Source: an optimization exercise on an open RTL-to-GDS flow (aim: small area and few clock cycles). Production flows keep margins and buffers that such runs may drop. Function was checked by simulation only, so behaviour that the tests miss may differ from the original. No activity file was given, so power comes from the tool's default toggle rates.

==> flow/design.v (outline; a module is shown in full before it is edited, if it fits) <==
// module alu: 801 lines
module alu #(
	parameter INST_W = 4,
	parameter INT_W  = 6,
	parameter FRAC_W = 10,
	parameter DATA_W = INT_W + FRAC_W
)(
	input                      i_clk,
	input                      i_rst_n,
	input                      i_in_valid,
	output                     o_busy,
	input         [INST_W-1:0] i_inst,
	input  signed [DATA_W-1:0] i_data_a,
	input  signed [DATA_W-1:0] i_data_b,
	output                     o_out_valid,
	output        [DATA_W-1:0] o_data
);
  // ...
==> flow/flow/run.sh <==
#!/bin/bash
# Own layout flow: the standard synthesis, then inverters around full
# adders are removed (fixinv.py flips adders, which are self-dual; if it
# fails, the standard netlist is kept), then the standard layout with
# smaller port buffers (buf_2).
# Each step writes its full output to its own log in the work folder.
set -euo pipefail
cd "$(dirname "$0")/.."
W=$(pwd)
R=$W/orfs/results/${FLOW_PLATFORM:-sky130hd}/alu/base
bash standard.sh synth > synth.log 2>&1
cp "$R/1_2_yosys.v" "$W/1_2_yosys_standard.v"
if python3 flow/fixinv.py "$W/1_2_yosys_standard.v" "$W/1_2_yosys_fixinv.v" > fixinv.log 2>&1; then
  cp "$W/1_2_yosys_fixinv.v" "$R/1_2_yosys.v"
  rm -f "$R/1_synth.odb" "$R/1_synth.sdc"
fi
bash standard.sh "BUFFER_PORTS_ARGS=-buffer_cell sky130_fd_sc_hd__buf_2" finish > layout.log 2>&1
==> flow/flow/fixinv.py <==
#!/usr/bin/env python3
"""Remove inverters around full adders in a Yosys gate netlist.
A full adder is self-dual: FA(~a,~b,~c) = (~sum, ~cout). Flipping an adder
(complementing its three inputs and both outputs) keeps the function; this
greedily flips adders where that lowers the number of inverters.
usage: fixinv.py in.v out.v"""
import re, sys

INV_RE = re.compile(r"sky130_fd_sc_hd__(inv|clkinv)_\d+$")
FA_RE = re.compile(r"sky130_fd_sc_hd__fa_\d+$")

def parse(path):
    text = open(path).read()
    lines = text.split("\n")
    head, cells, tail = [], [], []
    i = 0
    ports = set()
    # header: until first cell instance
    cell_start = re.compile(r"^  (sky130_fd_sc_hd__\w+) (\S+)\s+\($")
    while i < len(lines) and not cell_start.match(lines[i]):
        head.append(lines[i])
        m = re.match(r"^\s*(input|output)\s+(\[\d+:\d+\]\s+)?(\S+);", lines[i])
        if m:
            ports.add(m.group(3))
        i += 1
    while i < len(lines):
        m = cell_start.match(lines[i])
        if not m:
            break
        typ, name = m.group(1), m.group(2)
        pins = []
        i += 1
        while lines[i].strip() != ");":
            pm = re.match(r"^\s*\.(\w+)\((.*)\),?$", lines[i])
            assert pm, lines[i]
            pins.append([pm.group(1), pm.group(2)])
            i += 1
        i += 1
        cells.append([typ, name, pins])
    tail = lines[i:]
    if any("sky130_fd_sc_hd__" in l for l in tail):
        raise SystemExit("fixinv: could not parse every cell")
    return head, cells, tail, ports

def is_port_net(net, ports):
    base = net.split("[")[0].strip()
    return base in ports

OUTPINS = ("X", "Y", "Q", "Q_N", "SUM", "COUT", "HI", "LO")

class Net:
    pass

def run(inp, outp):
    head, cells, tail, ports = parse(inp)
    C = {c[1]: c for c in cells}
    order = [c[1] for c in cells]
    newnets = []
    cnt = [0]

    def index():
        drv, loads = {}, {}
        for n in order:
            typ, name, pins = C[n]
            for p, net in pins:
                if p in OUTPINS:
                    drv[net] = (name, p)
                else:
                    loads.setdefault(net, []).append((name, p))
        return drv, loads

    def pin(cell, p):
        for q in cell[2]:
            if q[0] == p:
                return q
        raise KeyError(p)

    def newnet():
        cnt[0] += 1
        nm = f"_fixinv_n{cnt[0]}_"
        newnets.append(nm)
        return nm

    def newinv(a, y):
        cnt[0] += 1
        nm = f"_fixinv_c{cnt[0]}_"
        C[nm] = ["sky130_fd_sc_hd__inv_1", nm, [["A", a], ["Y", y]]]
        order.append(nm)

    def ninv():
        return sum(1 for n in order if INV_RE.match(C[n][0]))

    def flip(fname):
        drv, loads = index()
        fa = C[fname]
        # inputs
        for p in ("A", "B", "CIN"):
            q = pin(fa, p)
            n = q[1]
            d = drv.get(n)
            if d and INV_RE.match(C[d[0]][0]):
                q[1] = pin(C[d[0]], "A")[1]
            else:
                ex = [l for l in loads.get(n, []) if INV_RE.match(C[l[0]][0])]
                if ex:
                    q[1] = pin(C[ex[0][0]], "Y")[1]
                else:
                    y = newnet()
                    newinv(n, y)
                    q[1] = y
        # outputs
        for p in ("SUM", "COUT"):
            q = pin(fa, p)
            old = q[1]
            nn = newnet()
            q[1] = nn
            need_inv = is_port_net(old, ports)
            for (ln, lp) in loads.get(old, []):
                if ln == fname:
                    need_inv = True
                    continue
                lc = C[ln]
                if INV_RE.match(lc[0]) and not is_port_net(pin(lc, "Y")[1], ports):
                    y = pin(lc, "Y")[1]
                    # every use of y becomes nn
                    for m in order:
                        for pp in C[m][2]:
                            if pp[1] == y and pp[0] not in OUTPINS:
                                pp[1] = nn
                    order.remove(ln); del C[ln]
                else:
                    need_inv = True
            if need_inv:
                newinv(nn, old)
        # drop dead inverters
        changed = True
        while changed:
            changed = False
            drv, loads = index()
            for m in list(order):
                if INV_RE.match(C[m][0]):
                    y = pin(C[m], "Y")[1]
                    if not loads.get(y) and not is_port_net(y, ports):
                        order.remove(m); del C[m]; changed = True

    import copy
    fas = [n for n in order if FA_RE.match(C[n][0])]
    base = ninv()
    start = base
    for it in range(4):
        improved = False
        for f in fas:
            snap = (copy.deepcopy(C), list(order), list(newnets), cnt[0])
            flip(f)
            now = ninv()
            if now < base:
                base = now; improved = True
            else:
                C.clear(); C.update(snap[0]); order[:] = snap[1]; newnets[:] = snap[2]; cnt[0] = snap[3]
        if not improved:
            break
    sys.stderr.write(f"fixinv: inverters {start} -> {base}\n")
    # every net with a load must have a driver or be a port
    drv, loads = index()
    for net in loads:
        if net not in drv and not is_port_net(net, ports) and not net.startswith("1'"):
            raise SystemExit(f"fixinv: net {net} lost its driver")
    # write
    out = []
    for l in head:
        out.append(l)
    # declare new nets before cells (after last wire line in head)
    used = set()
    for n in order:
        for p, net in C[n][2]:
            used.add(net)
    decl = [f"  wire {n};" for n in newnets if n in used]
    out = out[:-1] + decl + out[-1:] if out and out[-1].strip() == "" else out + decl
    for n in order:
        typ, name, pins = C[n]
        out.append(f"  {typ} {name} (")
        out.append(",\n".join(f"    .{p}({net})" for p, net in pins))
        out.append("  );")
    out.extend(tail)
    open(outp, "w").write("\n".join(out))

if __name__ == "__main__":
    run(sys.argv[1], sys.argv[2])
==> flow/standard.sh <==
#!/bin/bash
# synth_recipe.tcl (not shown) runs the flow's synth.tcl, then flattens the netlist and writes it again
# the make line also repeats each setting of config.mk as NAME=value (left out here)
make -C /OpenROAD-flow-scripts/flow DESIGN_CONFIG=/design/flow/config.mk WORK_HOME=/design/flow/orfs CLKGATE_MAP_FILE= SYNTH_SCRIPT=/design/flow/synth_recipe.tcl "${@:-finish}"
==> flow/config.mk <==
export PLATFORM = sky130hd
export DESIGN_NAME = alu
export DESIGN_NICKNAME = alu
export VERILOG_FILES = /design/flow/design.v
export SDC_FILE = /design/flow/constraint.sdc
export NUM_CORES = 4
export LEC_CHECK = 0
export ABC_AREA = 1
export CAP_MARGIN = 20
export CORE_MARGIN = 2
export CORE_UTILIZATION = 45
export CTS_BUF_LIST = sky130_fd_sc_hd__clkbuf_8
export CTS_CLUSTER_DIAMETER = 60
export CTS_CLUSTER_SIZE = 16
export GPL_TIMING_DRIVEN = 0
export SLEW_MARGIN = 20
==> flow/constraint.sdc <==
create_clock -name core_clock -period 10.0 [get_ports {i_clk}]
set_input_delay 2.0000 -clock core_clock [delete_from_list [all_inputs] [get_ports {i_clk}]]
set_output_delay 2.0000 -clock core_clock [all_outputs]
set_load 0.01 [all_outputs]
==> run_results.csv, run 1 <==
group,metric,value,unit
hold_path,hp-start,"acc_v[0]",
layout,regMostFlops,"acc_d",
critical_path,critical_path.max_fanout,10,
sta,fin_ws,0.275,ns
pwr,seq-power,1690,µW
hold_path,hold_path.class,"flip-flop to flip-flop",
floorplan,die_w,235,µm
critical_path,critical_path_required,10.47,ns
critical_path,startpoint,"i_data_a[11]",
global_routing,busiest_layer,"met2",
pwr,power_frac_comb,0.569,
critical_path,path_common_cell,"fa_1",
critical_path,crit_buf_inv,6,
layout,final_cell_area,26200,µm²
run,drv_cap,0,
critical_path,endpoint,"out_d_r[3]",
layout,flops_and_latches,353,
layout,antenna_cells,3,
layout,sh_seq_area,0.396,
clock_tree,htreeDepth,1,
critical_path,cpMaxStageDelayCell,"clkbuf_1",
floorplan,coreArea,52600,µm²
routing,vias,19500,
sta,period_needed,9.73,ns
layout,area_growth,9.23,%
global_routing,grt.total_usage,0.302,
layout,regArea,10400,µm²
sta,hold_viol_final,0,
placement,hpwl,64100,µm
routing,top_layer_used,"met4",
routing,avgRoutedWirePerCell,25.8,µm
pwr,power.share.switching,0.447,
status,outcome,"timing/DRC/antenna clean",
critical_path,rr_worst_depth,31,
hold_path,hold_path_depth,2,
global_routing,met3_usage,0.0382,
pwr,power,5900,µW
clock_tree,cts_buffers,30,
layout,final_common_cell,"nand2_1",
hold_path,hold_end,"acc_v[0]",
pwr,power-top-group,"combinational logic",
sta,setup_tns,0,ns
critical_path,timing.rr.end,"out_d_r[5]",
Testbench counts, summed over its fixed seeds: cycles 8,008.
==> inputs of run 2 (changes only) <==
--- a/flow/flow/fixinv.py
+++ b/flow/flow/fixinv.py
@@ -161,3 +161,39 @@
             break
-    sys.stderr.write(f"fixinv: inverters {start} -> {base}\n")
+    # absorb inverters into xor2 / xnor2 (xor2 with one input or its
+    # output complemented is xnor2, and the other way round)
+    XO = {"sky130_fd_sc_hd__xor2_1": ("sky130_fd_sc_hd__xnor2_1", "X", "Y"),
+          "sky130_fd_sc_hd__xnor2_1": ("sky130_fd_sc_hd__xor2_1", "Y", "X")}
+    def swap_xor(x):
+        nt, op, np_ = XO[C[x][0]]
+        C[x][0] = nt
+        pin(C[x], op)[0] = np_
+    changed = True
+    while changed:
+        changed = False
+        drv, loads = index()
+        for m in list(order):
+            if m not in C or not INV_RE.match(C[m][0]):
+                continue
+            a = pin(C[m], "A")[1]; y = pin(C[m], "Y")[1]
+            d = drv.get(a)
+            if (d and C[d[0]][0] in XO and len(loads.get(a, [])) == 1
+                    and not is_port_net(a, ports)):
+                x = d[0]
+                swap_xor(x)
+                out = XO[C[x][0]][1] if False else None
+                for q in C[x][2]:
+                    if q[0] in ("X", "Y"):
+                        q[1] = y
+                order.remove(m); del C[m]
+                changed = True
+                break
+            ls = loads.get(y, [])
+            if (len(ls) == 1 and C[ls[0][0]][0] in XO and not is_port_net(y, ports)):
+                x, p = ls[0]
+                swap_xor(x)
+                pin(C[x], p)[1] = a
+                order.remove(m); del C[m]
+                changed = True
+                break
+    sys.stderr.write(f"fixinv: inverters {start} -> {base} -> {ninv()} after xor absorption\n")
     # every net with a load must have a driver or be a port
--- a/flow/config.mk
+++ b/flow/config.mk
@@ -10,3 +10,3 @@
 export CORE_MARGIN = 2
-export CORE_UTILIZATION = 45
+export CORE_UTILIZATION = 65
 export CTS_BUF_LIST = sky130_fd_sc_hd__clkbuf_8
==> run_results.csv, run 2 <==
group,metric,value,unit
layout,layout.nets,2785,
global_routing,grt_max_degree,22,
sta,period_needed,9.64,ns
global_routing,grt_pass1_wl,117000,µm
layout,area_growth,7.44,%
logic_synthesis,netlist_area,23900,µm²
placement,hpwl,58500,µm
clock_tree,clock-sinks,353,
critical_path,critical_path_required,10.47,ns
critical_path,startpoint_type,"primary input",
sta,max-slew-margin-rel,0.279,
sta,setup_viol,0,
sta,rsz0062_at_grt,"true",
clock_tree,htreeDepth,1,
clock_tree,cts.clk_slew.worst_paths,0.10,ns
floorplan,num_rows,70,
pwr,power,5720,µW
placement,place_ws,-2.04,ns
floorplan,dieArea,38300,µm²
placement,numPortBuffers,40,
critical_path,slowest_delay,0.64,ns
floorplan,die_w,196,µm
routing,dr.pass1.iters,7,
hold_path,hold_path.class,"flip-flop to flip-flop",
sta,fmax,0.104,GHz
sta,fin_ws,0.356,ns
critical_path,crit-reg2reg-launch,"acc_v[11]",
pwr,ir_drop,0.470,mV
global_routing,met3_usage,0.0696,
routing,antenna_left,0,
global_routing,antenna_found_initial,1,
layout,layout_common_cells,"nand2_1, edfxtp_1, inv_1",
routing,vias,20000,
floorplan,coreArea,36400,µm²
layout,final_common_cell,"nand2_1",
critical_path,path_class,"primary input to flip-flop",
sta,worstMarginPinSlew,1.08,ns
global_routing,grt_pass1_vias,19600,
logic_synthesis,postSynthCellCount,2464,
clock_tree,clk_latency,0.62,ns
routing,avgRoutedWirePerCell,25.8,µm
sta,slew_violations,0,
global_routing,grt.overflow.total,0,
critical_path,critical_path.max_fanout,11,
critical_path,startpoint,"i_data_a[4]",
sta,setup_tns,0,ns
clock_tree,cts_buffer_depth,3,
clock_tree,tritoncts,"yes",
pwr,leakage,0.0105,µW
status,outcome,"timing/DRC/antenna clean",
hold_path,hp-start,"acc_v[0]",
routing,viasPerCell,6.60,
routing,drt-initial-drc-count,2430,
floorplan,ios,57,
routing,wl,78100,µm
floorplan,chipHeight,196,µm
routing,drc,0,
global_routing,gr-usage-met2,0.672,
global_routing,busiest_layer,"met2",
clock_tree,clockRootBuffer,"clkbuf_8",
clock_tree,ctsHoldBuffers,0,
layout,final-instance-count-excl-fill,3031,
critical_path,cp-end-kind,"flip-flop",
floorplan,initial_utilization,0.655,
sta,hold_viol_final,0,
critical_path,cp.arrival,10.11,ns
logic_synthesis,yosysWarnings,2,
placement,place_area,24900,µm²
global_routing,grt.total_usage,0.408,
global_routing,use_met1,0.515,
layout,final_cell_area,25700,µm²
run,drv_cap,0,
critical_path,cpMaxStageDelayCell,"o21ai_0",
layout,regMostFlops,"acc_d",
layout,drive_gt1_frac,0.103,
placement,gp_congestion,1.05,
layout,largest_reg_flops,320,
pwr,powerDensity,223,nW/µm²
sta,finalCritPeriodShare,0.964,
logic_synthesis,syn_nets,2708,
sta,skew,0.0507,ns
placement,placed_cells,2979,
logic_synthesis,syn_area_per_cell,9.69,µm²
layout,top_regs,"acc_d: 320 flops, acc_v: 16 flops, out_d_r: 16 flops",
clock_tree,cts_buffers,27,
run 2: power by group:
group	internal, µW	switching, µW	leakage, µW
clock network	261	468	0.000311
logic	1230	2070	0.00697
registers	1690	4.69	0.00317
run 2: per-layer routing:
layer  share of wire  vias up
met4           0.064        0
met5               0        -
met3            0.10      300
met1            0.36     9562
met2            0.47     1416
li1                -     8737
run 2: worst paths after layout:
check                        endpoint  slack, ns  depth (start not counted)
setup / recovery           out_d_r[2]       0.36                         31
hold / removal               acc_v[0]       0.47                          2
setup reg to reg           out_d_r[7]       2.93                         33
hold reg to reg              acc_v[0]       0.47                          2
max in group asynchronous    acc_v[0]       8.41                          1
min in group asynchronous    acc_v[3]       1.30                          1
run 2: area by class of cell:
| type | count | area (µm²) |
|---|---|---|
| Multi-Input combinational cell | 1685 | 12200 |
| Fill cell | 2730 | 10800 |
| Sequential cell | 353 | 10400 |
| Inverter | 281 | 1080 |
| Buffer | 136 | 629 |
| Tap cell | 468 | 586 |
| Clock buffer | 27 | 372 |
| Timing Repair Buffer | 57 | 354 |
| Clock inverter | 23 | 116 |
| Antenna cell | 1 | 2.50 |
run 2: what timing repair did:
action                                 CTS  global route
setup endpoints to repair               32            15
gates resized for setup                 54            64
buffers inserted                         0            10
endpoints found under the hold margin    0             0
run 2: through the flow:
step,util,hold slack (ns)
3_5_place_dp,0.683,0.450
6_report,0.704,0.468
2_1_floorplan,-,0.428
3_3_place_gp,0.677,0.446
5_1_grt,0.704,0.499
4_1_cts,0.699,0.472
run 2: worst max-delay path: cells and delay by family:
kind	cells	cell delay [ns]
buf+inv	6	1.83
xor+xnor	1	0.12
simple gates	7	0.75
compound gates	12	3.13
fa+ha+maj	5	2.25
==> inputs of run 3 (changes only) <==
--- a/flow/flow/run.sh
+++ b/flow/flow/run.sh
@@ -4,3 +4,3 @@
 # fails, the standard netlist is kept), then the standard layout with
-# smaller port buffers (buf_2).
+# smaller port buffers (buf_2) and a clock tree without dummy loads.
 # Each step writes its full output to its own log in the work folder.
@@ -16,2 +16,4 @@
 fi
-bash standard.sh "BUFFER_PORTS_ARGS=-buffer_cell sky130_fd_sc_hd__buf_2" finish > layout.log 2>&1
+# clock tree as config.mk sets it, without dummy loads
+CTS="-sink_clustering_enable -repair_clock_nets -buf_list sky130_fd_sc_hd__clkbuf_8 -sink_clustering_size 16 -sink_clustering_max_diameter 60 -dont_use_dummy_load"
+bash standard.sh "BUFFER_PORTS_ARGS=-buffer_cell sky130_fd_sc_hd__buf_2" "CTS_ARGS=$CTS" finish > layout.log 2>&1
==> run_results.csv, run 3 <==
group,metric,value,unit
critical_path,slowest_delay,0.60,ns
global_routing,antenna_found_initial,1,
floorplan,num_rows,70,
layout,final_common_cell,"nand2_1",
sta,slew_violations,0,
layout,layout_common_cells,"nand2_1, edfxtp_1, inv_1",
routing,vias,20000,
pwr,leakage,0.0103,µW
critical_path,rr_worst_depth,33,
logic_synthesis,netlist_area,23900,µm²
placement,place_ws,-2.04,ns
sta,finalCritPeriodShare,0.970,
layout,largest_reg_flops,320,
critical_path,cpMaxStageDelayCell,"clkbuf_1",
layout,drive_gt1_frac,0.103,
logic_synthesis,postSynthCellCount,2464,
clock_tree,htreeDepth,1,
logic_synthesis,syn_area_per_cell,9.69,µm²
logic_synthesis,syn_nets,2708,
clock_tree,tritoncts,"yes",
global_routing,grt.total_usage,0.405,
routing,wl_met2,35900,µm
floorplan,initial_utilization,0.655,
critical_path,timing.rr.end,"out_d_r[9]",
clock_tree,cts_buffer_depth,3,
clock_tree,cts.clk_slew.worst_paths,0.08,ns
routing,top_layer_used,"met4",
global_routing,grt.overflow.total,0,
routing,drt-initial-drc-count,2344,
clock_tree,ctsHoldBuffers,0,
global_routing,grt_max_degree,22,
critical_path,cpLargestDelayFamily,"compound AO/OA/AOI/OAI gates",
routing,wl_met3,8040,µm
critical_path,startpoint,"i_data_a[2]",
sta,hold-worst-slack,0.464,ns
layout,layout.nets,2786,
routing,drt-met1-wl,28200,µm
critical_path,cp.arrival,10.13,ns
critical_path,crit_buf_inv,6,
routing,drc,0,
routing,dr.pass1.iters,10,
run,drv_cap,0,
routing,viasPerCell,6.64,
sta,hold_viol_final,0,
floorplan,ios,57,
routing,wl,77300,µm
clock_tree,cts_buffers,27,
global_routing,grt_pass1_vias,19500,
floorplan,coreArea,36400,µm²
layout,post-route-util,0.701,
sta,worstMarginPinSlew,1.07,ns
sta,fin_ws,0.296,ns
global_routing,grt_pass1_wl,116000,µm
clock_tree,clockRootBuffer,"clkbuf_8",
critical_path,path_class,"primary input to flip-flop",
floorplan,die_w,196,µm
critical_path,startpoint_type,"primary input",
layout,num-fill-cells,2770,
floorplan,dieArea,38300,µm²
layout,top_regs,"acc_d: 320 flops, acc_v: 16 flops, out_d_r: 16 flops",
routing,antenna_left,0,
clock_tree,clock-sinks,353,
critical_path,critical_path.max_fanout,11,
pwr,ir_drop,0.475,mV
critical_path,critical_path_required,10.42,ns
sta,max-slew-margin-rel,0.282,
critical_path,crit-reg2reg-launch,"acc_v[11]",
placement,hpwl,58500,µm
clock_tree,clk_latency,0.61,ns
critical_path,cp-end-kind,"flip-flop",
critical_path,r2r_slack,3.04,ns
routing,avgRoutedWirePerCell,25.7,µm
critical_path,path_common_cell,"fa_1",
sta,fmax,0.103,GHz
sta,setup_viol,0,
layout,regMostFlops,"acc_d",
layout,area_growth,6.96,%
placement,gp_congestion,1.05,
sta,skew,0.0902,ns
hold_path,hold_path.class,"flip-flop to flip-flop",
status,outcome,"timing/DRC/antenna clean",
critical_path,cp_num_cells,32,
floorplan,chipHeight,196,µm
placement,numPortBuffers,40,
critical_path,endpoint,"out_d_r[5]",
logic_synthesis,yosysWarnings,2,
pwr,powerDensity,222,nW/µm²
sta,period_needed,9.70,ns
-- run 3: cell types whose count changed in the layout (fill, tap and decap cells not counted), sizes merged --
cell / change
inv: -19
clkinv: -3
clkbuf: +1
clkinvlp: -1
-- run 3: worst register-to-register path: cells and delay by family, from the launching register on --
kind | cells | cell delay (ns)
fa+ha+maj | 2 | 0.78
simple gates | 11 | 1.37
compound gates | 12 | 2.60
buf+inv | 8 | 1.77
flops | 1 | 0.33
-- run 3: worst min path at each step --
| stage | start | end | slack [ns] | cells past startpoint |
|---|---|---|---|---|
| 6_report | acc_v[0] | acc_v[0] | 0.46 | 2 |
| 3_5_place_dp | acc_v[0] | acc_v[0] | 0.45 | 2 |
| 2_1_floorplan | acc_v[7] | acc_v[7] | 0.43 | 2 |
| 5_1_grt | acc_v[12] | acc_v[12] | 0.50 | 2 |
| 4_1_cts | acc_v[0] | acc_v[0] | 0.47 | 2 |
| 3_3_place_gp | acc_v[0] | acc_v[0] | 0.45 | 2 |
-- run 3: layout make-up --
class,count,area (µm²),area share
flip-flops and latches,353,10400,0.405
multi-input cells,1685,12200,0.476
inverters,281,1080,0.0422
repair buffers,58,362,0.0142
diodes,1,2.50,0.0000980
clock buffers,27,372,0.0145
well taps,468,586,0.0229
plain buffers,136,631,0.0247
-- run 3: per-stage QoR --
stage          instance area [µm²]  TNS [ns]  cells  total power (µW)
2_1_floorplan                23900         0   2464              3770
3_3_place_gp                 24700    -61.28   2972              4720
3_5_place_dp                 24900    -77.29   2979              4910
4_1_cts                      25400         0   3000              5580
5_1_grt                      25500   -0.0233   3009              6030
6_report                     25500         0   3009              5670
-- run 3: layer usage --
metal  vias to the layer above  GRT usage
met5                         -          0
met1                      9559      0.518
met2                      1391      0.661
met3                       305     0.0633
met4                         0      0.237
li1                       8714          -
-- run 3: power by group --
| part | switching (µW) | leakage, µW | internal (µW) | total (µW) |
|---|---|---|---|---|
| clock | 429 | 0.000194 | 241 | 671 |
| combinational | 2080 | 0.00698 | 1230 | 3310 |
| sequential | 4.55 | 0.00317 | 1690 | 1690 |
| total | 2510 | 0.0103 | 3160 | 5670 |
-- run 3: what timing repair did --
item / 4_1_cts / 5_1_grt
setup endpoints to repair: 35 / 15
setup buffers: 0 / 11
resized for setup: 57 / 56
hold endpoints to repair: 0 / 0

-- what the ideal ports hide --
Ports are ideal in the flow. The routed layouts listed here were re-timed in OpenROAD. Step 1: set_driving_cell puts a clkbuf_16 on i_clk and a buf_2 on each other input, an assumption about the parent block. Step 2 adds t to the input delays and takes it off the output delays; t is the mean of the earliest and latest rising clock arrival at the registers after step 1. Input paths then give back, and output paths get back, about the clock's delay inside the block. Slacks: no drivers / after step 1 / after step 2; pairs: no drivers / after step 1.
| run | t, ns | setup WS [ns] | worst setup path after step 2 | clock arrival spread, ns |
|---|---|---|---|---|
| run 1 | 0.702 | 0.275 / 0.308 / -0.394 | input to register | 0.106 / 0.106 |
| run 2 | 0.647 | 0.356 / 0.376 / -0.271 | input to register | 0.051 / 0.050 |
| run 3 | 0.611 | 0.296 / 0.322 / -0.289 | input to register | 0.090 / 0.090 |
Met with ideal ports but missed after step 2: setup timing in every run listed. The setup slack of run 1, which loses most, moves by +0.033 ns with the drivers and by -0.669 ns with both steps.
